What follows belongs to an exercise in optimizing a design on an open flow for small area; a production flow would make more cautious choices.
Function was checked by simulation only, so behaviour that the tests miss may differ from the original.
The clock cells of runs 4 to 7 come from the design's own scripts or RTL, not from TritonCTS.
No driver is modelled on the clock port, so clock power and skew are understated where the tree is cut down; a real chip needs a root buffer or a tree.
Power figures rest on the tool's default switching activity, not on a simulated workload.

==> design.v <==
`timescale 1ns / 1ps
module sorting_system(
    input wire clk,
    input wire rst_n,            
    input wire btn_manual_1,
    input wire btn_manual_2,
    input wire sensor_out,
    output wire s0, s1,
    output wire s2, s3,
    output wire led_r, led_g, led_b,
    input wire ir_sensor,
    output wire servo_pwm_1,
    output wire servo_pwm_2,
    output wire led_ir_status
);
    reg [11:0] q;
    wire wrap  = q[11] & q[9] & q[2] & q[1];       
    wire below = ~|q[11:7];                        
    wire q2    = ~|q[11:8] & q[7];                 
    wire c146  = below | (q2 & (q[6:0] < 7'd84));  
    always @(posedge clk) begin
        if (rst_n | wrap) q <= 12'd66;
        else              q <= q + 12'd1;
    end
    wire [1:0] color;
    color_core cc (
        .clk(clk), .rst(rst_n), .sensor_out(sensor_out), .wrap(wrap),
        .s2(s2), .s3(s3), .color(color),
        .led_r(led_r), .led_g(led_g), .led_b(led_b)
    );
    assign s0 = 1'b1;
    assign s1 = 1'b1;
    reg ir_s1, ir_s2;
    always @(posedge clk) begin
        if (rst_n) begin
            ir_s1 <= 1'b1;
            ir_s2 <= 1'b1;
        end else begin
            ir_s1 <= ir_sensor;
            ir_s2 <= ir_s1;
        end
    end
    wire ir_edge = ir_s2 & ~ir_s1;
    assign led_ir_status = ~ir_s2;
    servo #(.W(15), .WAIT_END(26252)) sv1 (
        .clk(clk), .rst(rst_n), .btn(btn_manual_1),
        .trig(ir_edge & ~color[1] & color[0]),
        .q7(q[6:0]), .below(below), .q2(q2), .c146(c146), .pwm(servo_pwm_1)
    );
    servo #(.W(16), .WAIT_END(50002)) sv2 (
        .clk(clk), .rst(rst_n), .btn(btn_manual_2),
        .trig(ir_edge & color[1] & ~color[0]),
        .q7(q[6:0]), .below(below), .q2(q2), .c146(c146), .pwm(servo_pwm_2)
    );
endmodule
module color_core(
    input clk, rst, sensor_out, wrap,
    output reg s2, s3,
    output reg [1:0] color,
    output led_r, led_g, led_b
);
    reg sd1, sd2;
    wire edge_ = sd1 & ~sd2;
    reg [10:0] x, m;
    reg [9:0] s;
    reg [1:0] who;     
    reg off;           
    reg on;
    always @(posedge clk) begin
        if (rst) begin sd1 <= 1'b0; sd2 <= 1'b0; end
        else begin sd1 <= sensor_out; sd2 <= sd1; end
    end
    wire red_ch = ~s3, blue_ch = ~s2 & s3, green_ch = s2;
    wire sfull = (s & 10'd1001) == 10'd1001;   
    always @(posedge clk) begin
        if (rst | wrap) x <= 11'd0;
        else if (edge_) x <= x + 11'd1;
    end
    always @(posedge clk) begin
        if (rst | (wrap & blue_ch)) s <= 10'd0;
        else if (edge_ & ~wrap & ~sfull) s <= s + 10'd1;
    end
    always @(posedge clk) begin
        if (rst) begin s2 <= 1'b0; s3 <= 1'b0; end
        else if (wrap) begin s2 <= ~s2 & s3; s3 <= ~s2; end
    end
    wire gt = x > m;
    wire eq = x == m;
    always @(posedge clk) begin
        if (rst) m <= 11'd0;
        else if (wrap & (green_ch | (red_ch & gt))) m <= x;
    end
    always @(posedge clk) begin
        if (wrap & red_ch) who <= {~gt & ~eq, gt};
        else if (wrap & blue_ch) begin
            if (gt) who <= 2'b11;
            else if (eq) who <= 2'b00;
        end
    end
    always @(posedge clk) if (wrap & blue_ch) off <= ~sfull;
    always @(posedge clk) begin
        if (rst) begin color <= 2'd0; on <= 1'b0; end
        else if (wrap & green_ch) begin
            if (off) on <= 1'b0;
            else if (who != 2'd0) begin color <= who; on <= 1'b1; end
        end
    end
    assign led_r = on & ~color[1] & color[0];
    assign led_g = on & color[1] & ~color[0];
    assign led_b = on & color[1] & color[0];
endmodule
module servo #(
    parameter W = 16,
    parameter WAIT_END = 50002
)(
    input clk, rst, btn, trig,
    input [6:0] q7,
    input below, q2, c146,
    output reg pwm
);
    localparam IDLE=3'd0, WAIT=3'd1, MOVE=3'd3, HOLD=3'd2, RET=3'd6;
    reg [2:0] st;
    reg [W-1:0] t;
    wire wait_end = (t & WAIT_END) == WAIT_END;
    wire move_end = t[6] & t[5] & t[4] & t[3] & t[0];                      
    wire hold_end = (t[14:0] & 15'd30122) == 15'd30122;
    wire ret_end  = &t[6:0];                                               
    wire idle = (st == IDLE);
    wire [W-1:0] t_inc = t + (idle ? {{(W-1){1'b0}}, btn} : {{(W-1){1'b0}}, 1'b1});
    wire to_move = (st == WAIT) & wait_end;
    wire to_zero = rst | ((st == RET) & ret_end);
    always @(posedge clk) begin
        if (to_zero) t <= 0;
        else if (to_move) t <= 38;
        else t <= t_inc;
    end
    always @(posedge clk) begin
        if (rst) begin
            st <= IDLE; pwm <= 1'b0;
        end else begin
            case (st)
                MOVE: pwm <= below | pwm;
                HOLD: pwm <= c146;
                RET:  pwm <= below | (q2 & (q7 < ~t[6:0]));
                default: pwm <= below;
            endcase
            case (st)
                IDLE: if (btn | trig) st <= WAIT;
                WAIT: if (wait_end) st <= MOVE;
                MOVE: if (move_end) st <= HOLD;
                HOLD: if (hold_end) st <= RET;
                RET:  if (ret_end) st <= trig ? WAIT : IDLE;
                default: st <= IDLE;
            endcase
        end
    end
endmodule
==> run.sh <==
#!/bin/bash
# synth_recipe.tcl (not shown) runs the flow's synth.tcl, then flattens the netlist and writes it again
# the make line also repeats each setting of config.mk as NAME=value (left out here)
make -C /OpenROAD-flow-scripts/flow DESIGN_CONFIG=/design/flow/config.mk WORK_HOME=/design/flow/orfs CLKGATE_MAP_FILE= SYNTH_SCRIPT=/design/flow/synth_recipe.tcl finish
==> config.mk <==
export PLATFORM = sky130hd
export DESIGN_NAME = sorting_system
export DESIGN_NICKNAME = sorting_system
export VERILOG_FILES = /design/flow/design.v
export SDC_FILE = /design/flow/constraint.sdc
export NUM_CORES = 4
export LEC_CHECK = 0
export CAP_MARGIN = 20
export CORE_MARGIN = 2
export CORE_UTILIZATION = 60
export CTS_BUF_LIST = sky130_fd_sc_hd__clkbuf_8
export CTS_CLUSTER_DIAMETER = 200
export CTS_CLUSTER_SIZE = 50
export SLEW_MARGIN = 20
==> constraint.sdc <==
create_clock -name core_clock -period 8.0 [get_ports {clk}]
set_input_delay 1.6000 -clock core_clock [delete_from_list [all_inputs] [get_ports {clk}]]
set_output_delay 1.6000 -clock core_clock [all_outputs]
set_load 0.01 [all_outputs]
==> impl_metrics.py, run 1 <==
metrics = {
    "global_routing": {
        "grt_use_met2_pct": 39.1,
        "grt.busiest_layer": "met2",
        "grt_usage_pct": 22.1,
        "grt_pass1_vias": 3535,
        "grt-ovfl-total": 0,
        "antenna_found_initial": 0,
        "grtUsageMet1_pct": 27.0,
        "grt_pass1_wl_um": 15700,
        "met3_usage_pct": 4.63,
        "grt_max_degree": 45,
    },
    "synth": {
        "synth_top_area_share_pct": 37.5,
        "ys_ff_latch": 95,
        "avgSynthCellArea_um2": 8.67,
        "synth_area_um2": 4920,
        "syn_inst": 567,
        "yosys-top-cells-count": "92 x dfxtp_1, 81 x nor2_1, 42 x nand2_1",
        "synthArstFlopShare_pct": 0,
        "synth_top_cell_by_area": "dfxtp_1",
        "ys_warn_count": 4,
        "synth_most_common_cell": "dfxtp_1",
        "yosysSeqAreaShare_pct": 39.3,
        "yosys_most_used_dff": "dfxtp_1",
        "synth_edf_count": 3,
        "yosys-top-cells-area": "dfxtp_1 37%, ha_1 7.6%, nor2_1 6.2%",
        "synth.distinct_cells": 60,
    },
    "cts": {
        "cts_tree": "yes",
        "cts.sinks": 95,
        "clkTransAtPathRegs_ns": 0.09,
        "cts_made_buffers": 9,
        "clk_latency_ns": 0.37,
        "holdBufCountCts": 0,
        "post_cts_resized": 0,
        "cts_htree_levels": 3,
        "post-cts-setup-buffer-count": 0,
        "clockBufferDepth": 2,
        "cts-root-buf": "clkbuf_8",
    },
    "die": {
        "die_w_um": 94.5,
        "dieArea_um2": 8940,
        "ios": 16,
        "die_height_um": 94.5,
        "core_area_um2": 8090,
        "rows": 33,
        "initial_utilization_pct": 60.8,
    },
    "place": {
        "dpl_cell_area_um2": 5070,
        "post-place-ws_ns": 4.35,
        "portBuffers": 13,
        "dp_hpwl_um": 6560,
        "gp_congestion": 0.803,
    },
    "worst_setup_path": {
        "critPathSlowestCell": "clkdlybuf4s50_1",
        "cp_data_arrival_time_ns": 3.51,
        "cp_num_buf_inv": 1,
        "timing.rr.start": "cc.x[4]",
        "cp.required_ns": 8.24,
        "path_cells": "clkdlybuf4s50_1 -> nor2_1 -> nand2_1 -> ha_1 -> ha_1 -> nand3_1 -> nor3b_1 -> and3_1 -> xnor2_1 -> nor2_1",
        "cp_max_fo": 3,
        "crit_path_start_kind": "input pin",
        "worst_path_dominant_cell_family": "simple AND/OR/NAND/NOR gates",
        "crit_type": "in2reg",
        "regToRegEndpoint": "cc.m[5]",
        "rrSetupSlack_ns": 5.76,
        "reg2reg_depth": 6,
        "critPathMaxStageDelay_ns": 0.46,
        "end_kind": "register",
    },
    "sta": {
        "max_freq_ghz": 0.306,
        "rsz0062_at_grt": "false",
        "finalHoldViolCount": 0,
        "finalMaxSlewViolations": 0,
        "setup_tns_ns": 0,
        "setup_slack_ns": 4.74,
        "period_minus_slack_ns": 3.26,
        "setup_violations": 0,
        "clock_skew_ns": 0.00803,
        "period_share_pct": 40.8,
        "tightest_slew_ns": 0.826,
        "slew_headroom_pct": 45.0,
    },
    "min_path": {
        "hold_depth": 1,
        "hold_path_end": "cc.sd2",
        "hp-start": "cc.sd1",
        "hold_class": "reg2reg",
    },
    "flow_run": {
        "drv_cap": 0,
    },
    "pwr": {
        "switchingPower_mw": 0.266,
        "p_int_mw": 0.662,
        "p_comb_share_pct": 10.8,
        "p_seq_share_pct": 56.3,
        "netSwitchingFraction_pct": 28.7,
        "power_density_nw_per_um2": 177,
        "clock_power_share_pct": 32.9,
        "p_total_mw": 0.928,
        "leakage_nw": 2.01,
        "irDropWorstVdd_mv": 0.106,
    },
    "drt": {
        "dr.pass1.iters": 4,
        "vias": 3842,
        "drcViolationCount": 0,
        "detail_route.wl_per_cell_um": 13.5,
        "totalWireLength_um": 9250,
        "drt_iter0_drc": 99,
        "ant_nets": 0,
        "vias_per_cell": 5.63,
    },
    "final_layout": {
        "fin_util_pct": 65.0,
        "nets": 609,
        "drive_gt1_share_pct": 5.54,
        "fillers": 741,
        "area_growth_pct": 6.92,
        "num_antenna_cells": 0,
        "design_area_um2": 5260,
    },
    "outcome": {
        "status": "no timing/DRC/antenna violations",
    },
}
-- cells by family (layout without fill, tap and decap cells) --
logic type | count (synthesis) | in the layout | share of synthesized area [%]
AND/OR/NAND/NOR | 255 | 255 | 26.4
flip-flops | 95 | 95 | 39.3
AO/OA/AOI/OAI | 74 | 74 | 10.4
XOR/XNOR | 49 | 49 | 8.73
buffers and inverters | 49 | 59 | 4.63
adder cells (fa/ha/maj) | 30 | 30 | 7.63
multiplexers | 14 | 14 | 2.85
other | 1 | 2 | 0.0763
-- metal layers --
layer | vias to the layer above | share of wire [%]
li1 | 1974 | -
met1 | 1811 | 46
met2 | 47 | 50
met3 | 10 | 3.1
met4 | 0 | 1.2
met5 | - | 0
-- registers in the layout (all words and copies together), names as in the netlist, 3 cells and up --
register  flops
sv2.st        3
sv1.st        3
cc.x         11
q            12
sv2.t        16
sv1.t        15
cc.s         10
cc.m         11
-- worst max-delay path by stage --
stage / depth (start not counted) / slack [ns] / start / endpoint
final: 10 / 4.74 / btn_manual_2 / sv2.t[10]
after floorplan: 8 / 5.04 / btn_manual_1 / sv1.t[12]
after detailed placement: 10 / 4.35 / btn_manual_2 / sv2.t[10]
after global routing: 10 / 4.58 / btn_manual_2 / sv2.t[10]
after CTS: 10 / 4.74 / btn_manual_2 / sv2.t[10]
after global placement: 10 / 4.46 / btn_manual_2 / sv2.t[10]
-- cells in the final DEF (no fill, tap or decap), types with 4 or more instances in the layout --
cell type	netlist	final
nor4_1	5	5
nand3_1	23	23
nand2b_1	27	27
ha_1	30	30
clkdlybuf4s50_1	0	13
or2_2	5	5
mux2i_1	14	14
nor3_1	10	10
o21ai_0	8	8
xor2_1	27	27
clkbuf_8	0	9
nor2_1	81	81
and3_1	10	10
inv_1	29	29
or3_1	8	8
a21oi_1	31	31
nand4_1	21	21
nor2b_1	4	4
xnor2_1	22	22
o21a_1	7	7
dfxtp_1	92	92
nand2_1	42	42
-- metrics by stage --
step / hold WS [ns] / cells
6_report: 0.467 / 683
5_1_grt: 0.483 / 683
4_1_cts: 0.471 / 683
3_5_place_dp: 0.450 / 667
3_3_place_gp: 0.440 / 667
2_1_floorplan: 0.430 / 568
-- power groups by stage --
stage               logic (mW)  clock network (mW)  registers (mW)
floorplan               0.0908                   0           0.519
global placement        0.0967                   0           0.532
detailed placement       0.100                   0           0.533
CTS                      0.101               0.315           0.522
global route             0.113               0.334           0.526
finish                   0.100               0.305           0.523
-- final cells by class --
type                       count  area [um2]  area share [%]
clock buffer                   9         124            2.36
clock inverter                 7        62.6            1.19
inverter                      29         109            2.07
multi-input combinational    424        2760            52.5
sequential                    95        1930            36.7
tap                          105         131            2.50
timing repair buffer          14         138            2.62
-- worst reg2reg max path: cells and delay by family (launching register included) --
family,cells,cell delay [ns]
AOI/OAI and AO/OA,4,1.22
adders and majority gates,1,0.28
DFF,1,0.44
muxes,1,0.24
==> inputs of run 2 (changes only) <==
--- a/config.mk
+++ b/config.mk
@@ -7,8 +7,5 @@
 export LEC_CHECK = 0
 export CAP_MARGIN = 20
 export CORE_MARGIN = 2
-export CORE_UTILIZATION = 60
-export CTS_BUF_LIST = sky130_fd_sc_hd__clkbuf_8
-export CTS_CLUSTER_DIAMETER = 200
-export CTS_CLUSTER_SIZE = 50
+export CORE_UTILIZATION = 40
 export SLEW_MARGIN = 20
==> run 2 against run 1 <==
Largest power group unchanged. Still clean. Non-clock buffer count unchanged. Sequential cell count unchanged. Sequential power about the same. Combinational power about the same. Via count shrank 0.88%. Cell area increased by 3.8%.
==> impl_metrics.py, run 2 <==
metrics = {
    "worst_setup_path": {
        "cp.required_ns": 8.22,
        "cp_max_fo": 3,
        "end_kind": "register",
        "rrSetupSlack_ns": 5.81,
        "cp_data_arrival_time_ns": 3.48,
        "crit_type": "in2reg",
        "crit_path_start_kind": "input pin",
    },
    "synth": {
        "synth_edf_count": 3,
        "synth_area_um2": 4920,
        "yosysSeqAreaShare_pct": 39.3,
        "synth_top_cell_by_area": "dfxtp_1",
        "synth.distinct_cells": 60,
        "yosys-top-cells-count": "92 x dfxtp_1, 81 x nor2_1, 42 x nand2_1",
        "synthArstFlopShare_pct": 0,
        "ys_warn_count": 4,
        "avgSynthCellArea_um2": 8.67,
        "synth_most_common_cell": "dfxtp_1",
        "yosys-top-cells-area": "dfxtp_1 37%, ha_1 7.6%, nor2_1 6.2%",
        "syn_inst": 567,
        "yosys_most_used_dff": "dfxtp_1",
        "ys_ff_latch": 95,
        "synth_top_area_share_pct": 37.5,
    },
    "sta": {
        "setup_tns_ns": 0,
        "period_minus_slack_ns": 3.26,
        "clock_skew_ns": 0.00580,
        "finalHoldViolCount": 0,
        "finalMaxSlewViolations": 0,
        "slew_headroom_pct": 39.6,
        "rsz0062_at_grt": "false",
        "tightest_slew_ns": 0.906,
        "setup_violations": 0,
        "period_share_pct": 40.8,
        "max_freq_ghz": 0.306,
    },
    "global_routing": {
        "grt-ovfl-total": 0,
        "antenna_found_initial": 0,
        "grt_usage_pct": 15.2,
        "grt_max_degree": 44,
        "grt_pass1_wl_um": 16200,
        "grt_pass1_vias": 3542,
    },
    "drt": {
        "detail_route.wl_per_cell_um": 13.0,
        "drcViolationCount": 0,
        "vias_per_cell": 5.25,
        "vias": 3808,
        "drt_iter0_drc": 167,
        "totalWireLength_um": 9450,
        "dr.pass1.iters": 4,
        "ant_nets": 0,
    },
    "cts": {
        "clkTransAtPathRegs_ns": 0.07,
        "clockBufferDepth": 2,
        "post_cts_resized": 0,
        "cts_made_buffers": 9,
        "post-cts-setup-buffer-count": 0,
        "cts.sinks": 95,
        "holdBufCountCts": 0,
        "clk_latency_ns": 0.34,
        "cts-root-buf": "clkbuf_16",
        "cts_tree": "yes",
        "cts_htree_levels": 3,
    },
    "final_layout": {
        "largest_reg_flops": 16,
        "final_cell_mix": "92 x dfxtp_1, 81 x nor2_1, 42 x nand2_1",
        "drive_gt1_share_pct": 5.02,
        "design_area_um2": 5460,
        "area_growth_pct": 10.9,
        "fin_util_pct": 45.4,
        "layout_commonest_cell": "dfxtp_1",
        "top_register": "sv2.t",
        "fin_cells": 725,
        "num_antenna_cells": 0,
        "reg_top3": "sv2.t: 16 flops, sv1.t: 15 flops, q: 12 flops",
        "nets": 609,
    },
    "outcome": {
        "status": "no timing/DRC/antenna violations",
    },
    "die": {
        "die_w_um": 115,
        "initial_utilization_pct": 40.9,
        "rows": 40,
        "ios": 16,
        "die_height_um": 115,
        "dieArea_um2": 13200,
        "core_area_um2": 12000,
    },
    "place": {
        "portBuffers": 13,
        "gp_congestion": 0.792,
        "dpl_cell_area_um2": 5120,
        "dp.cells": 709,
        "dp_hpwl_um": 6660,
    },
    "flow_run": {
        "drv_cap": 0,
    },
    "pwr": {
        "power_density_nw_per_um2": 203,
        "leakage_nw": 2.07,
        "p_total_mw": 1.11,
        "irDropWorstVdd_mv": 0.138,
    },
    "min_path": {
        "hold_class": "reg2reg",
    },
}
-- run 2: cell counts after synthesis --
Identical to the previous run, type by type.
-- run 2: critical path, stage by stage --
cell,delay (ns)
clkdlybuf4s50_1,0.46
nor2_1,0.04
nand2_1,0.09
ha_1,0.20
ha_1,0.21
nand3_1,0.11
nor3b_1,0.39
and3_1,0.23
xnor2_1,0.12
nor2_1,0.05
-- run 2: path summary, 6_finish.rpt --
path | from | endpoint | cells past startpoint
setup / recovery | btn_manual_2 | sv2.t[10] | 10
hold / removal | cc.sd1 | cc.sd2 | 1
setup reg to reg | cc.x[4] | cc.m[7] | 6
hold reg to reg | cc.sd1 | cc.sd2 | 1
-- run 2: layer usage --
metal / vias up / global-route usage [%] / share of wire [%]
met1: 1798 / 18.9 / 48
li1: 1959 / - / -
met2: 42 / 25.5 / 48
met4: 0 / 4.18 / 1.0
met3: 9 / 4.74 / 3.4
met5: - / 0 / 0
-- run 2: cell type report --
class                           instances  area [um2]
Tap cell                              147         184
Sequential cell                        95        1930
Fill cell                            1150        6560
Multi-Input combinational cell        424        2760
Inverter                               29         109
Timing Repair Buffer                   14         138
Clock buffer                           12         236
Clock inverter                          4        95.1
-- run 2: kinds of logic after synthesis --
| family | synth area share (%) |
|---|---|
| XOR/XNOR | 8.73 |
| multiplexers | 2.85 |
| AO/OA/AOI/OAI | 10.4 |
| AND/OR/NAND/NOR | 26.4 |
| flip-flops | 39.3 |
| other | 0.0763 |
| buffers and inverters | 4.63 |
| adder cells (fa/ha/maj) | 7.63 |
-- run 2: stage by stage --
stage,hold slack (ns),setup WS (ns)
2_1_floorplan,0.430,5.04
3_3_place_gp,0.439,4.45
3_5_place_dp,0.445,4.40
4_1_cts,0.462,4.76
5_1_grt,0.465,4.52
6_report,0.455,4.74
-- run 2: power by group --
| part | internal [mW] | total (mW) | switching, mW |
|---|---|---|---|
| logic | 0.0492 | 0.0995 | 0.0503 |
| clock network | 0.305 | 0.484 | 0.178 |
| registers | 0.493 | 0.523 | 0.0303 |
| total | 0.848 | 1.11 | 0.259 |
==> inputs of run 3 (changes only) <==
--- a/design.v
+++ b/design.v
@@ -17,7 +17,7 @@
     wire wrap  = q[11] & q[9] & q[2] & q[1];       
     wire below = ~|q[11:7];                        
     wire q2    = ~|q[11:8] & q[7];                 
-    wire c146  = below | (q2 & (q[6:0] < 7'd84));  
+    wire eq146 = (q == 12'd212);                   
     always @(posedge clk) begin
         if (rst_n | wrap) q <= 12'd66;
         else              q <= q + 12'd1;
@@ -45,12 +45,12 @@
     servo #(.W(15), .WAIT_END(26252)) sv1 (
         .clk(clk), .rst(rst_n), .btn(btn_manual_1),
         .trig(ir_edge & ~color[1] & color[0]),
-        .q7(q[6:0]), .below(below), .q2(q2), .c146(c146), .pwm(servo_pwm_1)
+        .q7(q[6:0]), .below(below), .q2(q2), .eq146(eq146), .pwm(servo_pwm_1)
     );
     servo #(.W(16), .WAIT_END(50002)) sv2 (
         .clk(clk), .rst(rst_n), .btn(btn_manual_2),
         .trig(ir_edge & color[1] & ~color[0]),
-        .q7(q[6:0]), .below(below), .q2(q2), .c146(c146), .pwm(servo_pwm_2)
+        .q7(q[6:0]), .below(below), .q2(q2), .eq146(eq146), .pwm(servo_pwm_2)
     );
 endmodule
 module color_core(
@@ -115,23 +115,22 @@
 )(
     input clk, rst, btn, trig,
     input [6:0] q7,
-    input below, q2, c146,
+    input below, q2, eq146,
     output reg pwm
 );
-    localparam IDLE=3'd0, WAIT=3'd1, MOVE=3'd3, HOLD=3'd2, RET=3'd6;
-    reg [2:0] st;
+    localparam IDLE=2'b00, WAIT=2'b01, MH=2'b11, RET=2'b10;
+    reg [1:0] st;
     reg [W-1:0] t;
     wire wait_end = (t & WAIT_END) == WAIT_END;
-    wire move_end = t[6] & t[5] & t[4] & t[3] & t[0];                      
     wire hold_end = (t[14:0] & 15'd30122) == 15'd30122;
     wire ret_end  = &t[6:0];                                               
     wire idle = (st == IDLE);
     wire [W-1:0] t_inc = t + (idle ? {{(W-1){1'b0}}, btn} : {{(W-1){1'b0}}, 1'b1});
-    wire to_move = (st == WAIT) & wait_end;
+    wire to_mh   = (st == WAIT) & wait_end;
     wire to_zero = rst | ((st == RET) & ret_end);
     always @(posedge clk) begin
         if (to_zero) t <= 0;
-        else if (to_move) t <= 38;
+        else if (to_mh) t <= 38;
         else t <= t_inc;
     end
     always @(posedge clk) begin
@@ -139,18 +138,15 @@
             st <= IDLE; pwm <= 1'b0;
         end else begin
             case (st)
-                MOVE: pwm <= below | pwm;
-                HOLD: pwm <= c146;
-                RET:  pwm <= below | (q2 & (q7 < ~t[6:0]));
+                MH:  pwm <= below | (pwm & ~eq146);
+                RET: pwm <= below | (q2 & (q7 < ~t[6:0]));
                 default: pwm <= below;
             endcase
             case (st)
                 IDLE: if (btn | trig) st <= WAIT;
-                WAIT: if (wait_end) st <= MOVE;
-                MOVE: if (move_end) st <= HOLD;
-                HOLD: if (hold_end) st <= RET;
-                RET:  if (ret_end) st <= trig ? WAIT : IDLE;
-                default: st <= IDLE;
+                WAIT: if (wait_end) st <= MH;
+                MH:   if (hold_end) st <= RET;
+                default: if (ret_end) st <= trig ? WAIT : IDLE;
             endcase
         end
     end
==> flow/run.sh (new file) <==
#!/bin/bash
# Own flow: the standard flow, with
#  - the combinational logic mapped by an area-oriented ABC script (registers
#    are checked to be the standard synthesis's, else the standard netlist is kept),
#  - port buffers and clock tree built from smaller cells.
set -euo pipefail
W=$(pwd)
R=$W/orfs/results/$FLOW_PLATFORM/sorting_system/base

# 1. standard synthesis: the reference for the registers
bash standard.sh synth > $W/std_synth.log 2>&1
cp $R/1_2_yosys.v $W/std_1_2_yosys.v

# 2. the same synthesis with the area ABC script, in its own work home
sed -e "s#SYNTH_SCRIPT=[^ ]*#SYNTH_SCRIPT=$W/flow/my_synth.tcl#" \
    -e "s#WORK_HOME=[^ ]*#WORK_HOME=$W/orfs_area#" standard.sh > $W/area_synth.sh
if MY_ABC_SCRIPT=$W/flow/my.abc FLOW_SYNTH_TCL=$W/synth_recipe.tcl \
   bash $W/area_synth.sh synth > $W/area_synth.log 2>&1; then
  A=$W/orfs_area/results/$FLOW_PLATFORM/sorting_system/base/1_2_yosys.v
  if python3 $W/flow/regs.py $W/std_1_2_yosys.v $A > $W/regs_check.log 2>&1; then
    cp $A $R/1_2_yosys.v
    echo "using the area synthesis" >> $W/regs_check.log
  fi
fi

# 3. the rest of the standard flow
bash standard.sh \
  "BUFFER_PORTS_ARGS=${BUF_ARGS:--buffer_cell sky130_fd_sc_hd__buf_1}" \
  "CTS_ARGS=${MY_CTS_ARGS:--sink_clustering_enable -repair_clock_nets -buf_list sky130_fd_sc_hd__clkbuf_8 -root_buf sky130_fd_sc_hd__clkbuf_8 -sink_clustering_size 100 -sink_clustering_max_diameter 500 -dont_use_dummy_load}" \
  finish > $W/finish.log 2>&1
==> flow/my.abc (new file) <==
strash
&get -n
&deepsyn -T 20
&put
dch -f
&get -n
&nf -R 1000
&put
==> flow/my_synth.tcl (new file) <==
# The standard flow's synthesis script, with ABC run on an area-oriented script instead of
# ORFS's delay-oriented one. Only the mapping of the combinational logic changes;
# registers are mapped before ABC runs.
proc abc {args} {
  set out {}
  set skip 0
  foreach a $args {
    if {$skip} { set skip 0; continue }
    if {$a in {-script -D -constr}} { set skip 1; continue }
    lappend out $a
  }
  yosys abc {*}$out -script $::env(MY_ABC_SCRIPT)
}
source $::env(FLOW_SYNTH_TCL)
==> flow/regs.py (new file) <==
# regs.py STD.v NEW.v: exit 0 if both netlists hold the same registers
# (instance names and cell types, drive strength ignored).
import re, sys
def regs(path):
    txt = open(path).read()
    out = set()
    for m in re.finditer(r'^\s*sky130_fd_sc_hd__(\w+?)_\d+\s+(\S+)\s*\(', txt, re.M):
        kind, name = m.group(1), m.group(2)
        if kind.startswith(('df', 'edf', 'sdf', 'dl', 'sdl')):
            out.add((kind, name))
    return out
a, b = regs(sys.argv[1]), regs(sys.argv[2])
print(len(a), 'registers in the standard synthesis,', len(b), 'in the area synthesis')
for x in sorted(a ^ b):
    print('differs:', x)
sys.exit(0 if a == b and a else 1)
==> standard.sh (new file) <==
#!/bin/bash
# synth_recipe.tcl (not shown) runs the flow's synth.tcl, then flattens the netlist and writes it again
# the make line also repeats each setting of config.mk as NAME=value (left out here)
make -C /OpenROAD-flow-scripts/flow DESIGN_CONFIG=/design/flow/config.mk WORK_HOME=/design/flow/orfs CLKGATE_MAP_FILE= SYNTH_SCRIPT=/design/flow/synth_recipe.tcl "${@:-finish}"
removed: run.sh
==> run 3 against run 2 <==
Still clean on timing, DRC and antenna. First-iteration DRC count decreased by 32%. Via count is 11% lower. Total power is 31% lower. Sequential power down 7.1%. Fmax shrank 9.4%. Sequential cell count is 2 lower. Non-clock buffer count is 1 higher. Critical path type unchanged. Critical endpoint is now sv2.t[14]. Largest cell class unchanged.
==> impl_metrics.py, run 3 <==
metrics = {
    "drt": {
        "totalWireLength_um": 8150,
        "vias": 3376,
        "drt_iter0_drc": 114,
        "drcViolationCount": 0,
        "dr.pass1.iters": 4,
        "vias_per_cell": 5.52,
        "detail_route.wl_per_cell_um": 13.3,
        "ant_nets": 0,
    },
    "global_routing": {
        "grt-ovfl-total": 0,
        "grt_usage_pct": 15.9,
        "antenna_found_initial": 0,
        "grt_pass1_vias": 3343,
        "grt_max_degree": 23,
        "grt_pass1_wl_um": 14800,
    },
    "cts": {
        "holdBufCountCts": 0,
        "post-cts-setup-buffer-count": 0,
        "cts_htree_levels": 3,
        "cts-root-buf": "clkbuf_8",
        "cts_tree": "yes",
        "post_cts_resized": 0,
        "clockBufferDepth": 2,
        "clkTransAtPathRegs_ns": 0.10,
        "clk_latency_ns": 0.36,
        "cts.sinks": 93,
        "cts_made_buffers": 9,
    },
    "synth": {
        "syn_inst": 453,
        "avgSynthCellArea_um2": 9.18,
        "ys_warn_count": 4,
        "synth_area_um2": 4160,
    },
    "sta": {
        "setup_tns_ns": 0,
        "rsz0062_at_grt": "false",
        "tightest_slew_ns": 0.865,
        "period_minus_slack_ns": 3.60,
        "finalMaxSlewViolations": 0,
        "clock_skew_ns": 0.0354,
        "finalHoldViolCount": 0,
        "period_share_pct": 45.0,
        "max_freq_ghz": 0.278,
        "setup_violations": 0,
        "slew_headroom_pct": 42.3,
    },
    "worst_setup_path": {
        "crit_type": "in2reg",
        "cp_data_arrival_time_ns": 3.85,
        "reg2reg_depth": 12,
        "cp.required_ns": 8.25,
        "timing.rr.start": "cc.m[2]",
        "rrSetupSlack_ns": 5.13,
        "regToRegEndpoint": "cc.m[4]",
        "crit_path_start_kind": "input pin",
        "cp_max_fo": 3,
        "end_kind": "register",
    },
    "die": {
        "die_w_um": 106,
        "initial_utilization_pct": 40.8,
        "core_area_um2": 10200,
        "rows": 37,
        "dieArea_um2": 11200,
        "die_height_um": 106,
        "ios": 16,
    },
    "final_layout": {
        "drive_gt1_share_pct": 2.31,
        "top_register": "sv2.t",
        "layout_commonest_cell": "dfxtp_1",
        "num_antenna_cells": 0,
        "nets": 515,
        "fin_cells": 612,
        "final_cell_mix": "90 x dfxtp_1, 54 x a21oi_1, 53 x nor3_1",
        "area_growth_pct": 8.34,
        "fin_util_pct": 44.2,
        "reg_top3": "sv2.t: 16 flops, sv1.t: 15 flops, q: 12 flops",
        "largest_reg_flops": 16,
    },
    "min_path": {
        "hold_path_end": "cc.sd2",
        "hp-start": "cc.sd1",
        "hold_depth": 1,
        "hold_class": "reg2reg",
    },
    "place": {
        "dp_hpwl_um": 5940,
        "dp.cells": 603,
        "portBuffers": 13,
        "gp_congestion": 0.839,
    },
    "flow_run": {
        "drv_cap": 0,
    },
    "pwr": {
        "leakage_nw": 1.80,
        "irDropWorstVdd_mv": 0.0825,
        "p_total_mw": 0.769,
        "power_density_nw_per_um2": 171,
    },
    "outcome": {
        "status": "no timing/DRC/antenna violations",
    },
}
[run 3: critical path, stage by stage]
cell    delay [ns]
buf_1         0.09
or3_1         0.32
ha_1          0.22
ha_1          0.22
and4_1        0.23
and3_1        0.21
and3_1        0.20
and3_1        0.20
and3_1        0.20
and3_1        0.18
nor3_1        0.16
[run 3: worst max-delay path by stage]
stage / endpoint / cells after the start / from / slack, ns
floorplan: sv2.t[14] / 10 / btn_manual_2 / 4.31
global placement: sv2.t[14] / 11 / btn_manual_2 / 4.16
detailed placement: sv2.t[14] / 11 / btn_manual_2 / 4.05
CTS: sv2.t[14] / 11 / btn_manual_2 / 4.39
global route: sv2.t[14] / 11 / btn_manual_2 / 4.27
finish: sv2.t[14] / 11 / btn_manual_2 / 4.40
[run 3: final cells by class]
class	count	area (um2)
timing repair buffer	15	63.8
fill	1029	5680
inverter	22	82.6
sequential	93	1890
tap	136	170
clock buffer	9	124
multi-input combinational	337	2170
[run 3: where the power goes]
group,total (mW),internal [mW],switching (mW)
Combinational,0.0395,0.0176,0.0219
Clock,0.243,0.101,0.142
Sequential,0.486,0.474,0.0125
[run 3: per-layer routing]
| metal | global-route usage, % | share of wire [%] |
|---|---|---|
| met5 | 0 | 0 |
| met4 | 5.92 | 1.4 |
| met3 | 3.00 | 2.5 |
| met2 | 27.1 | 47 |
| met1 | 20.1 | 49 |
[run 3: metrics by stage]
step           instance area (um2)  hold WS, ns  setup WS [ns]
2_1_floorplan                 4160        0.429           4.31
3_3_place_gp                  4380        0.443           4.16
3_5_place_dp                  4380        0.450           4.05
4_1_cts                       4500        0.468           4.39
5_1_grt                       4500        0.487           4.27
6_report                      4500        0.467           4.40
==> inputs of run 4 (changes only) <==
==> flow/run.sh (replaced) <==
#!/bin/bash
# Own flow: the standard flow (standard.sh), with
#  - the combinational logic mapped for area (flow/my_synth.tcl); the registers
#    are checked to be the standard synthesis's, else the standard netlist is kept,
#  - port buffers of the smallest buffer cell,
#  - a flat clock tree of a few clock buffers (flow/cts_hook.tcl).
# Each tool's output goes to a log file of its own in this folder.
set -euo pipefail
W=$(pwd)
R=$W/orfs/results/$FLOW_PLATFORM/sorting_system/base

# 1. standard synthesis: the reference for the registers
bash standard.sh synth > $W/std_synth.log 2>&1
cp $R/1_2_yosys.v $W/std_1_2_yosys.v

# 2. the same synthesis mapped for area, in its own work home
sed -e "s#SYNTH_SCRIPT=[^ ]*#SYNTH_SCRIPT=$W/flow/my_synth.tcl#" \
    -e "s#WORK_HOME=[^ ]*#WORK_HOME=$W/orfs_area#" standard.sh > $W/area_synth.sh
if MY_ABC_SCRIPT=$W/flow/my.abc FLOW_SYNTH_TCL=$W/synth_recipe.tcl \
   bash $W/area_synth.sh synth > $W/area_synth.log 2>&1; then
  A=$W/orfs_area/results/$FLOW_PLATFORM/sorting_system/base/1_2_yosys.v
  if python3 $W/flow/regs.py $W/std_1_2_yosys.v $A > $W/regs_check.log 2>&1; then
    cp $A $R/1_2_yosys.v
    echo "using the area synthesis" >> $W/regs_check.log
  fi
fi

# 3. the rest of the standard flow
MY_CLK_GROUPS=${MY_CLK_GROUPS:-6} MY_CLK_BUF=${MY_CLK_BUF:-sky130_fd_sc_hd__clkbuf_8} \
MY_CLK_ROOT=${MY_CLK_ROOT-sky130_fd_sc_hd__clkbuf_4} \
bash standard.sh \
  "BUFFER_PORTS_ARGS=-buffer_cell sky130_fd_sc_hd__buf_1" \
  "PRE_CTS_TCL=$W/flow/cts_hook.tcl" \
  finish > $W/finish.log 2>&1
==> flow/cts_hook.tcl (new file) <==
# Sourced before CTS (PRE_CTS_TCL). Replaces clock_tree_synthesis with a small
# two-level clock tree: the flip-flops are split by position (recursive
# bisection) into MY_CLK_GROUPS groups, each driven by one MY_CLK_BUF placed at
# its centroid; a root MY_CLK_ROOT buffer (if set) drives those from the clock
# port. Every register sees the same number of buffers.
# split group g into k groups of nearly equal size, cutting along the longer side
proc my_split {g k} {
  if {$k <= 1} { return [list $g] }
  set xs [lsort -integer [lmap e $g {lindex $e 0}]]
  set ys [lsort -integer [lmap e $g {lindex $e 1}]]
  set dx [expr {[lindex $xs end] - [lindex $xs 0]}]
  set dy [expr {[lindex $ys end] - [lindex $ys 0]}]
  set s [lsort -integer -index [expr {$dx >= $dy ? 0 : 1}] $g]
  set k1 [expr {$k / 2}]
  set h [expr {([llength $s] * $k1 + $k / 2) / $k}]
  return [concat [my_split [lrange $s 0 [expr {$h - 1}]] $k1] \
                 [my_split [lrange $s $h end] [expr {$k - $k1}]]]
}
proc clock_tree_synthesis {args} {
  set block [ord::get_db_block]
  set dbu [$block getDbUnitsPerMicron]
  set sinks {}
  foreach pin [get_pins -of_objects [get_nets clk]] {
    if {[get_property $pin direction] != "input"} { continue }
    set inst [sta::sta_to_db_inst [get_cells -of_objects $pin]]
    set loc [$inst getLocation]
    lappend sinks [list [lindex $loc 0] [lindex $loc 1] $pin]
  }
  set k $::env(MY_CLK_GROUPS)
  set groups [my_split $sinks $k]
  puts "flat clock tree: [llength $sinks] sinks, [llength $groups] groups of $::env(MY_CLK_BUF), root $::env(MY_CLK_ROOT)"
  set i 0
  set leaf_in {}
  set tx 0; set ty 0
  foreach g $groups {
    set sx 0; set sy 0; set pins {}
    foreach e $g {
      set sx [expr {$sx + [lindex $e 0]}]
      set sy [expr {$sy + [lindex $e 1]}]
      lappend pins [lindex $e 2]
    }
    set m [llength $g]
    set cx [expr {double($sx) / $m / $dbu}]
    set cy [expr {double($sy) / $m / $dbu}]
    set tx [expr {$tx + $cx}]; set ty [expr {$ty + $cy}]
    insert_buffer -buffer_cell $::env(MY_CLK_BUF) -net clk -load_pins $pins \
      -location [list $cx $cy] -buffer_name clkleaf_$i -net_name clknet_leaf_$i
    incr i
  }
  if {$::env(MY_CLK_ROOT) ne ""} {
    # the clock port now drives only the leaf buffers' inputs
    set leaf_in {}
    foreach pin [get_pins -of_objects [get_nets clk]] {
      if {[get_property $pin direction] == "input"} { lappend leaf_in $pin }
    }
    insert_buffer -buffer_cell $::env(MY_CLK_ROOT) -net clk -load_pins $leaf_in \
      -location [list [expr {$tx / $i}] [expr {$ty / $i}]] -buffer_name clkroot -net_name clknet_root
  }
  set_propagated_clock [all_clocks]
}
==> flow/my.abc (replaced) <==
strash
&get -n
&deepsyn -T 20
&put
dch -f
&get -n
&nf -R 1000 -p
&put
==> flow/my_synth.tcl (replaced) <==
# The standard flow's synthesis script with two changes that only affect how the
# combinational logic is mapped (registers are mapped before either runs):
#  - ABC runs an area-oriented script instead of ORFS's delay-oriented one,
#  - adders are left to ABC instead of being extracted into half/full adder cells.
proc abc {args} {
  set out {}
  set skip 0
  foreach a $args {
    if {$skip} { set skip 0; continue }
    if {$a in {-script -D -constr}} { set skip 1; continue }
    lappend out $a
  }
  yosys abc {*}$out -script $::env(MY_ABC_SCRIPT)
}
proc extract_fa {args} { puts "extract_fa skipped" }
source $::env(FLOW_SYNTH_TCL)
--- a/config.mk
+++ b/config.mk
@@ -7,5 +7,5 @@
 export LEC_CHECK = 0
 export CAP_MARGIN = 20
 export CORE_MARGIN = 2
-export CORE_UTILIZATION = 40
+export CORE_UTILIZATION = 65
 export SLEW_MARGIN = 20
==> run 4 against run 3 <==
Synthesized cell count decreased by 8.6%. Sequential power about the same. Clock power decreased by 16%. Combinational power decreased by 14%. Highest routed layer unchanged.
==> impl_metrics.py, run 4 <==
metrics = {
    "drt": {
        "top_layer": "met4",
        "route.met3.wl_um": 226,
        "drcViolationCount": 0,
        "vias": 3036,
        "drt_iter0_drc": 115,
        "ant_nets": 0,
        "m1WireLength_um": 3360,
        "wl_met2_um": 3320,
        "dr.pass1.iters": 4,
        "detail_route.wl_per_cell_um": 13.9,
        "vias_per_cell": 6.00,
        "totalWireLength_um": 7050,
    },
    "final_layout": {
        "layout_commonest_cell": "dfxtp_1",
        "area_growth_pct": 6.01,
        "drive_gt1_share_pct": 1.84,
        "regArea_um2": 1890,
        "fin_util_pct": 71.7,
        "top_register": "sv2.t",
        "num_antenna_cells": 0,
        "fillers": 452,
        "multi_input_area_um2": 1780,
        "reg_top3": "sv2.t: 16 flops, sv1.t: 15 flops, q: 12 flops",
        "largest_reg_flops": 16,
        "design_area_um2": 3970,
        "nets": 442,
        "final_cell_mix": "90 x dfxtp_1, 47 x a21oi_1, 39 x nor3_1",
    },
    "pwr": {
        "p_int_mw": 0.560,
        "p_total_mw": 0.721,
        "clock_power_share_pct": 28.2,
        "irDropWorstVdd_mv": 0.171,
        "leakage_nw": 1.43,
        "p_seq_share_pct": 67.1,
        "switchingPower_mw": 0.162,
        "p_comb_share_pct": 4.7,
        "power_density_nw_per_um2": 182,
        "netSwitchingFraction_pct": 22.4,
    },
    "sta": {
        "period_minus_slack_ns": 4.00,
        "period_share_pct": 49.9,
        "slew_headroom_pct": 51.4,
        "finalHoldViolCount": 0,
        "setup_slack_ns": 4.00,
        "finalMaxSlewViolations": 0,
        "setup_violations": 0,
        "rsz0062_at_grt": "false",
        "setup_tns_ns": 0,
        "max_freq_ghz": 0.250,
        "clock_skew_ns": 0.00667,
        "tightest_slew_ns": 0.719,
    },
    "place": {
        "dpl_cell_area_um2": 3880,
        "dp_hpwl_um": 5050,
        "gp_congestion": 0.832,
        "post-place-ws_ns": 3.57,
        "portBuffers": 13,
    },
    "worst_setup_path": {
        "cp_max_fo": 5,
        "end_kind": "register",
        "crit_path_start_kind": "input pin",
        "critPathSlowestCell": "o31ai_1",
        "critPathMaxStageDelay_ns": 0.50,
        "path_cells": "buf_1 -> o31ai_1 -> nor2_1 -> and2_0 -> and3_1 -> and2_0 -> and3_1 -> and2_0 -> and3_1 -> and2_0 -> and3_1 -> xnor2_1 -> nor2_1",
        "crit_path_end": "sv2.t[15]",
        "cp_data_arrival_time_ns": 4.29,
        "regToRegEndpoint": "sv2.t[15]",
        "cp_num_buf_inv": 1,
        "worst_path_dominant_cell_family": "simple AND/OR/NAND/NOR gates",
        "crit_type": "in2reg",
        "rrSetupSlack_ns": 4.85,
        "worstSetupPathDepth": 13,
        "timing.rr.start": "sv2.st[1]",
        "reg2reg_depth": 12,
        "cp.required_ns": 8.29,
        "crit_start": "btn_manual_2",
    },
    "min_path": {
        "hold_class": "reg2reg",
    },
    "die": {
        "dieArea_um2": 6390,
        "die_height_um": 79.9,
        "ios": 16,
        "initial_utilization_pct": 67.6,
        "rows": 27,
        "die_w_um": 79.9,
        "core_area_um2": 5540,
    },
    "cts": {
        "post_cts_resized": 0,
        "post-cts-setup-buffer-count": 0,
        "holdBufCountCts": 0,
        "clk_latency_ns": 0.42,
        "clkTransAtPathRegs_ns": 0.09,
    },
    "global_routing": {
        "grt-ovfl-total": 0,
        "grt_usage_pct": 23.1,
        "grt_pass1_wl_um": 12400,
        "grt_max_degree": 21,
        "grt_pass1_vias": 2808,
        "antenna_found_initial": 0,
    },
    "synth": {
        "syn_inst": 414,
        "synth_area_um2": 3750,
        "ys_warn_count": 4,
        "avgSynthCellArea_um2": 9.05,
    },
    "flow_run": {
        "drv_cap": 0,
    },
    "outcome": {
        "status": "no timing/DRC/antenna violations",
    },
}
run 4: final cells by class, without the clock buffers:
| cell class | instances | share of cell area (%) |
|---|---|---|
| inverters | 17 | 1.61 |
| repair buffers | 14 | 1.42 |
| well taps | 72 | 2.27 |
| multi-input cells | 303 | 44.8 |
| flip-flops and latches | 93 | 47.6 |
run 4: how the worst min path moves through the flow:
stage                  from  endpoint  slack [ns]  cells after the start
floorplan           cc.s[9]   cc.s[9]        0.43                      2
global placement    cc.s[9]   cc.s[9]        0.45                      2
detailed placement  cc.s[9]   cc.s[9]        0.46                      2
CTS                 cc.s[9]   cc.s[9]        0.48                      2
global route        cc.s[9]   cc.s[9]        0.50                      2
finish              cc.s[9]   cc.s[9]        0.48                      2
run 4: worst register-to-register path, stage by stage, from the launching register on:
cell and delay [ns]:
dfxtp_1 0.38, o31ai_1 0.56, nor2_1 0.10, and2_0 0.23, and3_1 0.21, and2_0 0.21
and3_1 0.23, and2_0 0.22, and3_1 0.24, and2_0 0.22, and3_1 0.23, xnor2_1 0.13
nor2_1 0.05
run 4: power by group through the flow:
stage                     Sequential (mW)  Combinational, mW  Clock, mW
final                               0.484             0.0340      0.203
after detailed placement            0.495             0.0341          0
after floorplan                     0.492             0.0261          0
after CTS                           0.484             0.0343      0.210
after global placement              0.494             0.0332          0
after global routing                0.486             0.0391      0.225
run 4: layer usage:
| layer | up-vias | track usage [%] |
|---|---|---|
| li1 | 1579 | - |
| met1 | 1410 | 31.1 |
| met2 | 38 | 40.3 |
| met3 | 9 | 2.38 |
| met4 | 0 | 4.92 |
| met5 | - | 0 |
run 4: metrics by stage:
stage / hold slack [ns] / std cells
finish: 0.479 / 506
global route: 0.502 / 506
CTS: 0.483 / 506
detailed placement: 0.461 / 499
global placement: 0.445 / 499
floorplan: 0.429 / 415
==> inputs of run 5 (changes only) <==
--- a/flow/run.sh
+++ b/flow/run.sh
@@ -26,7 +26,7 @@
 fi
 
 # 3. the rest of the standard flow
-MY_CLK_GROUPS=${MY_CLK_GROUPS:-6} MY_CLK_BUF=${MY_CLK_BUF:-sky130_fd_sc_hd__clkbuf_8} \
+MY_CLK_GROUPS=${MY_CLK_GROUPS:-5} MY_CLK_BUF=${MY_CLK_BUF:-sky130_fd_sc_hd__clkbuf_8} \
 MY_CLK_ROOT=${MY_CLK_ROOT-sky130_fd_sc_hd__clkbuf_4} \
 bash standard.sh \
   "BUFFER_PORTS_ARGS=-buffer_cell sky130_fd_sc_hd__buf_1" \
==> run 5 against run 4 <==
Still clean on timing, DRC and antenna. Critical path depth unchanged. Sequential share of layout area up 0.17 points. Synthesized cell count did not move. Via count up 0.79%. Clock skew grew 0.0016 ns. Sequential power barely moved. Cell area is 0.35% lower. Worst setup slack improved by 0.0012 ns. Clock power is 7% lower.
==> impl_metrics.py, run 5 <==
metrics = {
    "drt": {
        "drt_iter0_drc": 132,
        "totalWireLength_um": 7130,
        "detail_route.wl_per_cell_um": 14.1,
        "ant_nets": 0,
        "vias_per_cell": 6.06,
        "dr.pass1.iters": 5,
        "vias": 3060,
        "drcViolationCount": 0,
    },
    "pwr": {
        "power_density_nw_per_um2": 179,
        "p_comb_share_pct": 4.8,
        "p_total_mw": 0.708,
        "clock_power_share_pct": 26.7,
        "p_int_mw": 0.549,
        "irDropWorstVdd_mv": 0.155,
        "p_seq_share_pct": 68.4,
        "leakage_nw": 1.43,
        "switchingPower_mw": 0.158,
        "netSwitchingFraction_pct": 22.4,
    },
    "final_layout": {
        "nets": 441,
        "fin_cells": 505,
        "largest_reg_flops": 16,
        "num_antenna_cells": 0,
        "area_growth_pct": 5.64,
        "reg_top3": "sv2.t: 16 flops, sv1.t: 15 flops, q: 12 flops",
        "final_cell_mix": "90 x dfxtp_1, 47 x a21oi_1, 39 x nor3_1",
        "layout_commonest_cell": "dfxtp_1",
        "top_register": "sv2.t",
        "design_area_um2": 3960,
        "fillers": 460,
        "drive_gt1_share_pct": 1.62,
    },
    "cts": {
        "post-cts-setup-buffer-count": 0,
        "clk_latency_ns": 0.41,
        "clkTransAtPathRegs_ns": 0.10,
        "post_cts_resized": 0,
        "holdBufCountCts": 0,
    },
    "sta": {
        "period_share_pct": 49.9,
        "max_freq_ghz": 0.250,
        "clock_skew_ns": 0.00822,
        "rsz0062_at_grt": "false",
        "setup_violations": 0,
        "slew_headroom_pct": 51.1,
        "setup_tns_ns": 0,
        "period_minus_slack_ns": 3.99,
        "tightest_slew_ns": 0.725,
        "hold_ws_ns": 0.482,
        "finalMaxSlewViolations": 0,
        "finalHoldViolCount": 0,
    },
    "min_path": {
        "hold_class": "reg2reg",
        "hold_depth": 2,
    },
    "die": {
        "die_w_um": 79.9,
        "die_height_um": 79.9,
        "ios": 16,
        "core_area_um2": 5540,
        "rows": 27,
        "initial_utilization_pct": 67.6,
        "dieArea_um2": 6390,
    },
    "worst_setup_path": {
        "path_cells": "buf_1 -> o31ai_1 -> nor2_1 -> and2_0 -> and3_1 -> and2_0 -> and3_1 -> and2_0 -> and3_1 -> and2_0 -> and3_1 -> xnor2_1 -> nor2_1",
        "reg2reg_depth": 12,
        "cp.required_ns": 8.28,
        "cp_data_arrival_time_ns": 4.28,
        "critPathSlowestCell": "o31ai_1",
        "cp_max_fo": 5,
        "crit_path_start_kind": "input pin",
        "crit_type": "in2reg",
        "critPathMaxStageDelay_ns": 0.50,
        "end_kind": "register",
    },
    "place": {
        "dp_hpwl_um": 5050,
        "dpl_cell_area_um2": 3880,
        "gp_congestion": 0.832,
        "dp.cells": 499,
        "portBuffers": 13,
    },
    "global_routing": {
        "grt-ovfl-total": 0,
        "grt_pass1_wl_um": 12400,
        "grt_usage_pct": 23.3,
        "antenna_found_initial": 0,
        "grt_pass1_vias": 2823,
        "grt_max_degree": 21,
    },
    "synth": {
        "ys_warn_count": 4,
        "synth_area_um2": 3750,
        "avgSynthCellArea_um2": 9.05,
        "syn_inst": 414,
    },
    "flow_run": {
        "drv_cap": 0,
    },
    "outcome": {
        "status": "no timing/DRC/antenna violations",
    },
}
-- run 5: worst paths after layout --
| path | slack (ns) | start | to |
|---|---|---|---|
| setup / recovery | 4.01 | btn_manual_2 | sv2.t[15] |
| hold / removal | 0.48 | cc.s[9] | cc.s[9] |
| setup reg to reg | 4.86 | sv2.st[1] | sv2.t[15] |
| hold reg to reg | 0.48 | cc.s[9] | cc.s[9] |
-- run 5: layer usage --
layer | global-route usage [%] | share of wire [%] | routed length, um | vias up
met3 | 2.26 | 3.8 | 271 | 10
met2 | 41.2 | 48 | 3420 | 47
met1 | 31.0 | 46 | 3310 | 1428
li1 | - | - | - | 1575
met4 | 4.92 | 1.9 | 138 | 0
met5 | 0 | 0 | 0 | -
-- run 5: through the flow --
step	setup slack [ns]	util, %
after floorplan	3.98	-
after global placement	3.72	70.1
after detailed placement	3.57	70.1
after CTS	4.04	71.5
after global routing	3.73	71.5
final	4.01	71.5
-- run 5: final cells by class, without the clock buffers --
type	instances	area [um2]	area share (%)
multi-input combinational	303	1780	45.0
tap	72	90.1	2.28
timing repair buffer	14	56.3	1.42
sequential	93	1890	47.8
inverter	17	63.8	1.61
-- run 5: worst max-delay path: cells and delay by family --
family / cells / cell delay, ns
XOR/XNOR: 1 / 0.13
buffers and inverters: 1 / 0.10
AND/OR/NAND/NOR: 10 / 1.94
AO/OA/AOI/OAI: 1 / 0.50
-- run 5: power by group through the flow --
stage	Clock [mW]	Sequential, mW	Combinational (mW)
3_3_place_gp	0	0.494	0.0332
5_1_grt	0.213	0.486	0.0392
2_1_floorplan	0	0.492	0.0261
3_5_place_dp	0	0.495	0.0341
4_1_cts	0.198	0.484	0.0344
6_report	0.189	0.484	0.0342
==> inputs of run 6 (changes only) <==
--- a/design.v
+++ b/design.v
@@ -67,18 +67,19 @@
     reg off;           
     reg on;
     always @(posedge clk) begin
-        if (rst) begin sd1 <= 1'b0; sd2 <= 1'b0; end
-        else begin sd1 <= sensor_out; sd2 <= sd1; end
+        if (rst) sd1 <= 1'b0;
+        else sd1 <= sensor_out;
     end
+    always @(posedge clk) sd2 <= sd1;
     wire red_ch = ~s3, blue_ch = ~s2 & s3, green_ch = s2;
-    wire sfull = (s & 10'd1001) == 10'd1001;   
+    wire sfull = (s == 10'd712);               
     always @(posedge clk) begin
         if (rst | wrap) x <= 11'd0;
         else if (edge_) x <= x + 11'd1;
     end
     always @(posedge clk) begin
         if (rst | (wrap & blue_ch)) s <= 10'd0;
-        else if (edge_ & ~wrap & ~sfull) s <= s + 10'd1;
+        else if (edge_ & ~wrap & ~sfull) s <= {s[8:0], ~(s[9] ^ s[6])};
     end
     always @(posedge clk) begin
         if (rst) begin s2 <= 1'b0; s3 <= 1'b0; end
@@ -125,7 +126,7 @@
     wire hold_end = (t[14:0] & 15'd30122) == 15'd30122;
     wire ret_end  = &t[6:0];                                               
     wire idle = (st == IDLE);
-    wire [W-1:0] t_inc = t + (idle ? {{(W-1){1'b0}}, btn} : {{(W-1){1'b0}}, 1'b1});
+    wire [W-1:0] t_inc = idle ? {{(W-1){1'b0}}, btn} : t + 1'b1;
     wire to_mh   = (st == WAIT) & wait_end;
     wire to_zero = rst | ((st == RET) & ret_end);
     always @(posedge clk) begin
--- a/flow/run.sh
+++ b/flow/run.sh
@@ -27,7 +27,7 @@
 
 # 3. the rest of the standard flow
 MY_CLK_GROUPS=${MY_CLK_GROUPS:-5} MY_CLK_BUF=${MY_CLK_BUF:-sky130_fd_sc_hd__clkbuf_8} \
-MY_CLK_ROOT=${MY_CLK_ROOT-sky130_fd_sc_hd__clkbuf_4} \
+MY_CLK_ROOT=${MY_CLK_ROOT-sky130_fd_sc_hd__clkbuf_2} \
 bash standard.sh \
   "BUFFER_PORTS_ARGS=-buffer_cell sky130_fd_sc_hd__buf_1" \
   "PRE_CTS_TCL=$W/flow/cts_hook.tcl" \
==> run 6 against run 5 <==
Cell count down 3.6%. Clock skew shrank 0.0038 ns. Highest routed layer unchanged. Still clean. Fmax increased by 16%. Critical path type unchanged.
==> impl_metrics.py, run 6 <==
metrics = {
    "place": {
        "dpl_cell_area_um2": 3830,
        "dp_hpwl_um": 4960,
        "portBuffers": 13,
        "gp_congestion": 0.843,
        "post-place-ws_ns": 4.08,
    },
    "final_layout": {
        "num_antenna_cells": 0,
        "reg_top3": "sv2.t: 16 flops, sv1.t: 15 flops, q: 12 flops",
        "design_area_um2": 3900,
        "fin_util_pct": 70.9,
        "layout_commonest_cell": "dfxtp_1",
        "top_register": "sv2.t",
        "area_growth_pct": 5.58,
        "drive_gt1_share_pct": 1.69,
        "nets": 423,
        "largest_reg_flops": 16,
        "fillers": 445,
        "final_cell_mix": "90 x dfxtp_1, 44 x a21oi_1, 36 x nor2_1",
    },
    "sta": {
        "rsz0062_at_grt": "false",
        "finalMaxSlewViolations": 0,
        "period_minus_slack_ns": 3.44,
        "max_freq_ghz": 0.290,
        "setup_slack_ns": 4.56,
        "setup_tns_ns": 0,
        "setup_violations": 0,
        "clock_skew_ns": 0.00443,
        "slew_headroom_pct": 37.0,
        "period_share_pct": 43.0,
        "finalHoldViolCount": 0,
        "tightest_slew_ns": 0.938,
    },
    "synth": {
        "synth_area_um2": 3700,
        "syn_inst": 397,
        "avgSynthCellArea_um2": 9.31,
        "ys_warn_count": 4,
    },
    "drt": {
        "m1WireLength_um": 3360,
        "ant_nets": 0,
        "drt_iter0_drc": 143,
        "wl_met2_um": 3360,
        "totalWireLength_um": 7030,
        "vias_per_cell": 6.15,
        "top_layer": "met4",
        "route.met3.wl_um": 230,
        "dr.pass1.iters": 4,
        "vias": 2994,
        "detail_route.wl_per_cell_um": 14.4,
        "drcViolationCount": 0,
    },
    "worst_setup_path": {
        "end_kind": "register",
        "cp.required_ns": 8.42,
        "crit_path_start_kind": "input pin",
        "reg2reg_depth": 13,
        "crit_type": "in2reg",
        "cp_data_arrival_time_ns": 3.86,
        "cp_max_fo": 21,
    },
    "die": {
        "die_height_um": 79.4,
        "initial_utilization_pct": 67.1,
        "dieArea_um2": 6310,
        "die_w_um": 79.4,
        "core_area_um2": 5510,
        "rows": 27,
        "ios": 16,
    },
    "global_routing": {
        "grt_pass1_wl_um": 12200,
        "grt_pass1_vias": 2700,
        "grt_usage_pct": 22.8,
        "grt-ovfl-total": 0,
        "antenna_found_initial": 0,
        "grt_max_degree": 22,
    },
    "flow_run": {
        "drv_cap": 0,
    },
    "cts": {
        "post-cts-setup-buffer-count": 0,
        "post_cts_resized": 0,
        "clk_latency_ns": 0.47,
        "clkTransAtPathRegs_ns": 0.11,
        "holdBufCountCts": 0,
    },
    "pwr": {
        "p_total_mw": 0.698,
        "irDropWorstVdd_mv": 0.172,
        "power_density_nw_per_um2": 179,
        "leakage_nw": 1.35,
    },
    "min_path": {
        "hold_depth": 0,
        "hold_class": "reg2reg",
    },
    "outcome": {
        "status": "no timing/DRC/antenna violations",
    },
}
==> run 6: cell types whose count changed in the layout (fill, tap and decap cells not counted), moves of 3 or more <==
cell,delta
nor3_1,-10
a31oi_1,+3
o22a_1,-3
a222oi_1,-3
clkinv_1,-3
a221oi_1,+3
xnor2_1,+6
and3_1,-5
and2_0,-4
a22o_1,+9
a21oi_1,-3
==> run 6: per-layer routing <==
layer | vias up | global-route usage [%]
met2 | 51 | 39.8
met3 | 7 | 2.15
met1 | 1423 | 31.9
li1 | 1513 | -
met5 | - | 0
met4 | 0 | 2.24
==> run 6: cell type report, without the clock buffers <==
cell class | instances | area (um2) | area share, %
tap | 72 | 90.1 | 2.31
sequential | 93 | 1890 | 48.5
multi-input combinational | 289 | 1750 | 44.7
timing repair buffer | 13 | 48.8 | 1.25
inverter | 14 | 52.6 | 1.35
==> run 6: path summary, 6_finish.rpt <==
path,start,to,slack [ns]
max,rst_n,cc.s[0],4.56
max reg2reg,cc.x[3],cc.m[1],5.15
min,cc.sd1,cc.sd2,0.36
min reg2reg,cc.sd1,cc.sd2,0.36
==> run 6: report_power, final <==
part           total [mW]  switching [mW]  internal, mW
Combinational      0.0297          0.0178        0.0118
Sequential          0.481         0.00915         0.471
Clock               0.188           0.129        0.0592
==> run 6: worst max-delay path, stage by stage <==
cell    delay [ns]
buf_1         0.67
nor2_1        0.22
and3_1        0.36
nor3_1        0.76
a22o_1        0.26
==> run 6: per-stage QoR <==
stage / hold slack [ns] / instances
after global routing: 0.365 / 487
final: 0.359 / 487
after floorplan: 0.324 / 398
after detailed placement: 0.345 / 481
after global placement: 0.328 / 481
after CTS: 0.364 / 487
==> inputs of run 7 (changes only) <==
--- a/flow/run.sh
+++ b/flow/run.sh
@@ -27,7 +27,7 @@
 
 # 3. the rest of the standard flow
 MY_CLK_GROUPS=${MY_CLK_GROUPS:-5} MY_CLK_BUF=${MY_CLK_BUF:-sky130_fd_sc_hd__clkbuf_8} \
-MY_CLK_ROOT=${MY_CLK_ROOT-sky130_fd_sc_hd__clkbuf_2} \
+MY_CLK_ROOT=${MY_CLK_ROOT-sky130_fd_sc_hd__clkbuf_4} \
 bash standard.sh \
   "BUFFER_PORTS_ARGS=-buffer_cell sky130_fd_sc_hd__buf_1" \
   "PRE_CTS_TCL=$W/flow/cts_hook.tcl" \
==> run 7 against run 6 <==
Critical path depth stayed put. Worst setup slack got worse by 0.069 ns. Critical path type unchanged. Register-to-register slack about the same. Still clean on timing, DRC and antenna. Synthesized area unchanged.
==> impl_metrics.py, run 7 <==
metrics = {
    "worst_setup_path": {
        "reg2reg_depth": 13,
        "cp_max_fo": 21,
        "rrSetupSlack_ns": 5.15,
        "crit_type": "in2reg",
        "end_kind": "register",
        "cp.required_ns": 8.35,
        "regToRegEndpoint": "cc.m[1]",
        "cp_data_arrival_time_ns": 3.86,
        "crit_path_start_kind": "input pin",
        "timing.rr.start": "cc.x[3]",
    },
    "outcome": {
        "status": "no timing/DRC/antenna violations",
    },
    "synth": {
        "syn_inst": 397,
        "ys_warn_count": 4,
        "avgSynthCellArea_um2": 9.31,
        "synth_area_um2": 3700,
    },
    "min_path": {
        "hold_path_end": "cc.sd2",
        "hold_class": "reg2reg",
        "hp-start": "cc.sd1",
        "hold_depth": 0,
    },
    "sta": {
        "tightest_slew_ns": 0.938,
        "period_share_pct": 43.9,
        "setup_violations": 0,
        "max_freq_ghz": 0.285,
        "rsz0062_at_grt": "false",
        "finalMaxSlewViolations": 0,
        "setup_tns_ns": 0,
        "clock_skew_ns": 0.00442,
        "finalHoldViolCount": 0,
        "period_minus_slack_ns": 3.51,
        "slew_headroom_pct": 37.0,
    },
    "final_layout": {
        "reg_top3": "sv2.t: 16 flops, sv1.t: 15 flops, q: 12 flops",
        "drive_gt1_share_pct": 1.69,
        "num_antenna_cells": 0,
        "final_cell_mix": "90 x dfxtp_1, 44 x a21oi_1, 36 x nor2_1",
        "top_register": "sv2.t",
        "fin_cells": 487,
        "largest_reg_flops": 16,
        "layout_commonest_cell": "dfxtp_1",
        "area_growth_pct": 5.65,
        "nets": 423,
    },
    "cts": {
        "clk_latency_ns": 0.40,
        "holdBufCountCts": 0,
        "post-cts-setup-buffer-count": 0,
        "post_cts_resized": 0,
        "clkTransAtPathRegs_ns": 0.11,
    },
    "drt": {
        "totalWireLength_um": 7020,
        "dr.pass1.iters": 4,
        "drcViolationCount": 0,
        "drt_iter0_drc": 143,
        "ant_nets": 0,
        "vias": 2993,
        "detail_route.wl_per_cell_um": 14.4,
        "vias_per_cell": 6.15,
    },
    "global_routing": {
        "grt_max_degree": 22,
        "grt-ovfl-total": 0,
        "grt_usage_pct": 22.8,
        "antenna_found_initial": 0,
        "grt_pass1_vias": 2700,
        "grt_pass1_wl_um": 12200,
    },
    "flow_run": {
        "drv_cap": 0,
    },
    "pwr": {
        "leakage_nw": 1.35,
        "power_density_nw_per_um2": 180,
        "p_total_mw": 0.702,
        "irDropWorstVdd_mv": 0.173,
    },
    "die": {
        "dieArea_um2": 6310,
        "ios": 16,
        "die_w_um": 79.4,
        "initial_utilization_pct": 67.1,
        "rows": 27,
        "core_area_um2": 5510,
        "die_height_um": 79.4,
    },
    "place": {
        "gp_congestion": 0.843,
        "dp.cells": 481,
        "dp_hpwl_um": 4960,
        "portBuffers": 13,
    },
}
## run 7: per-layer routing
layer	up-vias	GRT usage [%]	wire length (um)
met5	-	0	0
met4	0	2.24	71
met3	7	2.15	230
met2	51	39.8	3360
met1	1422	31.9	3360
li1	1513	-	-
## run 7: power breakdown
| group | internal, mW | total (mW) | leakage [nW] | switching, mW |
|---|---|---|---|---|
| logic | 0.0118 | 0.0297 | 0.551 | 0.0178 |
| registers | 0.471 | 0.481 | 0.759 | 0.00915 |
| clock network | 0.0626 | 0.192 | 0.0406 | 0.129 |
| total | 0.546 | 0.702 | 1.35 | 0.156 |
## run 7: area by class of cell, without the clock buffers
class	count	area, um2
Fill cell	445	1600
Inverter	14	52.6
Multi-Input combinational cell	289	1750
Sequential cell	93	1890
Tap cell	72	90.1
Timing Repair Buffer	13	48.8
## run 7: worst max path at each step
stage                     start       to  slack, ns  cells after the start
after global routing      rst_n  cc.s[0]       4.18                      5
after global placement    rst_n  cc.s[0]       4.19                      5
after floorplan           rst_n  cc.s[0]       5.20                      4
after detailed placement  rst_n  cc.s[0]       4.08                      5
after CTS                 rst_n  cc.s[0]       4.51                      5
final                     rst_n  cc.s[0]       4.49                      5
## run 7: metrics by stage
step                      setup slack [ns]  hold WS, ns  area, um2  utilization [%]
after floorplan                       5.20        0.324       3700                -
after global placement                4.19        0.328       3820             69.5
after detailed placement              4.08        0.345       3830             69.6
after CTS                             4.51        0.363       3910             70.9
after global routing                  4.18        0.365       3910             70.9
final                                 4.49        0.359       3910             70.9
## run 7: worst max-delay path, cell delays in order
cell and delay [ns]:
buf_1 0.67, nor2_1 0.22, and3_1 0.36, nor3_1 0.76
a22o_1 0.26

==> what the ideal ports hide <==
The flow's constraints put no driver on any port. The routed layouts listed below were extracted and timed again, unchanged, in two steps.
Step 1 (the two cells are an assumption about what drives the block):
set clk [get_ports {clk}]
set_driving_cell -lib_cell sky130_fd_sc_hd__clkbuf_16 $clk
set_driving_cell -lib_cell sky130_fd_sc_hd__buf_2 [delete_from_list [all_inputs] $clk]
Step 2, shift: input delay + t, output delay - t, t = (earliest + latest rising clock arrival at the registers) / 2. This alone moves slack from input paths to output paths.
Slacks: ideal / step 1 / step 2; pairs: ideal / step 1.
| run | t, ns | setup WS [ns] | worst register clock-pin slew, ns |
|---|---|---|---|
| run 1 | 0.396 | 4.735 / 4.748 / 4.352 | 0.10 / 0.10 |
| run 2 | 0.379 | 4.737 / 4.752 / 4.373 | 0.07 / 0.07 |
| run 3 | 0.373 | 4.399 / 4.413 / 4.040 | 0.10 / 0.10 |
| run 4 | 0.443 | 4.005 / 4.010 / 3.568 | 0.09 / 0.09 |
| run 5 | 0.432 | 4.006 / 4.012 / 3.580 | 0.11 / 0.11 |
| run 6 | 0.495 | 4.557 / 4.556 / 4.061 | 0.11 / 0.11 |
| run 7 | 0.426 | 4.488 / 4.487 / 4.061 | 0.11 / 0.11 |
After both steps setup and hold are still met in every run listed. For run 6, which loses most, drivers alone change the setup slack by -0.001 ns; drivers and shift together by -0.496 ns.
